From an optimization exercise on the open Yosys and OpenROAD flow, aimed at a short achievable clock period and few clock cycles; shortcuts taken in it are not production practice.
Function was checked by simulation only, so behaviour that the tests miss may differ from the original.
Power figures rest on the tool's default switching activity, not on a simulated workload.

sierra:
## mips_single_cycle
module mips_single_cycle(
	input logic asyn_n_rst,
	input logic clk,
	input logic [31:0] instruction,
	input logic [31:0] dm_q,
	output logic [31:0] PC,
	output logic [15:0] dm_address,
	output logic [31:0] dm_d,
	output logic dm_we
	);
	localparam int A_ADD = 0, A_SUB = 1, A_AND = 2, A_OR = 3, A_XOR = 4,
	               A_SLL = 5, A_SRL = 6, A_SRA = 7, A_PASS = 8, A_LOAD = 9;
	logic [5:0]  f_op;
	logic [4:0]  f_rs, f_rt, f_rd;
	logic [15:0] f_imm;
	logic [31:0] f_sext, f_pc1, next_pc;
	logic        f_r, f_addi, f_subi, f_andi, f_ori, f_xori, f_lui, f_lli;
	logic        f_lwr, f_swr, f_lwi, f_swi, f_beq, f_bne, f_j, f_jal, f_ret, f_blte;
	logic        f_br, f_pred, f_we, f_bimm;
	logic [4:0]  f_rsi, f_wri;
	logic [31:0] f_immval, f_alt;
	logic [9:0]  f_alu;
	logic [31:0] ras;
	logic        redirect;
	logic [31:0] redirect_pc;
	assign f_op  = instruction[31:26];
	assign f_rs  = instruction[25:21];
	assign f_rt  = instruction[20:16];
	assign f_rd  = instruction[15:11];
	assign f_imm = instruction[15:0];
	assign f_sext = {{16{f_imm[15]}}, f_imm};
	assign f_pc1 = PC + 32'd1;
	assign f_r    = (f_op == 6'd0);
	assign f_addi = (f_op == 6'd1);
	assign f_subi = (f_op == 6'd2);
	assign f_andi = (f_op == 6'd3);
	assign f_ori  = (f_op == 6'd4);
	assign f_xori = (f_op == 6'd5);
	assign f_lui  = (f_op == 6'd6);
	assign f_lli  = (f_op == 6'd7);
	assign f_lwr  = (f_op == 6'd8);
	assign f_swr  = (f_op == 6'd9);
	assign f_lwi  = (f_op == 6'd10);
	assign f_swi  = (f_op == 6'd11);
	assign f_beq  = (f_op == 6'd12);
	assign f_bne  = (f_op == 6'd13);
	assign f_j    = (f_op == 6'd14);
	assign f_jal  = (f_op == 6'd15);
	assign f_ret  = (f_op == 6'd16);
	assign f_blte = (f_op == 6'd17);
	assign f_br   = f_beq | f_bne | f_blte;
	assign f_pred = (f_rs == f_rt) ? !f_bne : !f_beq;
  ...
clock: 9.0 ns
lec_check: 0
abc_clock_period_in_ps: 2000
cap_margin: 20
core_margin: 2
core_utilization: 40
gpl_timing_driven: 1
setup_slack_margin: 5
slew_margin: 20
tns_end_percent: 100
run.sh (not shown) runs the stock make flow with config.mk's settings and CLKGATE_MAP_FILE= SYNTH_SCRIPT=/design/flow/synth_recipe.tcl, a recipe that flattens the netlist after the stock synthesis.
Testbench counts of sierra, summed over its fixed seeds: cycles 20,651.
Setup changes, sierra to zinc
# sierra
export LEC_CHECK = 0
export ABC_CLOCK_PERIOD_IN_PS = 2000
export CAP_MARGIN = 20
export CORE_MARGIN = 2
export CORE_UTILIZATION = 40
export GPL_TIMING_DRIVEN = 1
export SETUP_SLACK_MARGIN = 5
export SLEW_MARGIN = 20
export TNS_END_PERCENT = 100
create_clock -name core_clock -period 9.0 [get_ports {clk}]
# zinc
export LEC_CHECK = 0
export ABC_CLOCK_PERIOD_IN_PS = 2500
export CAP_MARGIN = 20
export CORE_MARGIN = 2
export CORE_UTILIZATION = 40
export SLEW_MARGIN = 20
export TNS_END_PERCENT = 100
create_clock -name core_clock -period 9.0 [get_ports {clk}]
==> flow/flow/run.sh (new file) <==
#!/bin/bash
set -euo pipefail
bash standard.sh SETUP_SLACK_MARGIN=6.5 finish > standard_flow.log 2>&1
==> flow/standard.sh (new file) <==
#!/bin/bash
# synth_recipe.tcl (not shown) runs the flow's synth.tcl, then flattens the netlist and writes it again
# the make line also repeats each setting of config.mk as NAME=value (left out here)
make -C /OpenROAD-flow-scripts/flow DESIGN_CONFIG=/design/flow/config.mk WORK_HOME=/design/flow/orfs CLKGATE_MAP_FILE= SYNTH_SCRIPT=/design/flow/synth_recipe.tcl "${@:-finish}"
removed: flow/run.sh
Results
Fill cell instance count of the final layout (higher): sierra. Diff sierra -> zinc: power consumed by sequential cells fell about 0.8%, met1 routing resource usage after global routing has increased. Max worst hold slack across sierra and zinc: sierra. The maximum clock frequency of zinc is higher than that of sierra. Reported for sierra and zinc, maximum root-to-sink buffer count turned out identical to the last digit.

==> port drivers added, routing unchanged <==
No port has a modelled driver above. Below, the same layouts with a new extraction and two added sets of constraints.
Step 1 sets driving cells, clkbuf_16 on the clock port and buf_2 on the other inputs (assumed; they add their load-dependent delay and slew).
Step 2 also shifts input and output timing later by t, the mid clock arrival at the registers, as if the neighbouring blocks saw the same clock.
Three values: ideal ports, drivers, drivers and shift; two values: the first two.
| run | t, ns | slack for setup (ns) | clock arrival spread, ns |
|---|---|---|---|
| sierra | 0.851 | 4.968 / 4.968 / 4.268 | 0.042 / 0.043 |
| zinc | 0.884 | 5.390 / 5.390 / 4.839 | 0.064 / 0.064 |
After both steps every run listed still meets setup and hold. The setup slack of sierra, which loses most, moves by 0.000 ns with the drivers and by -0.700 ns with both steps.
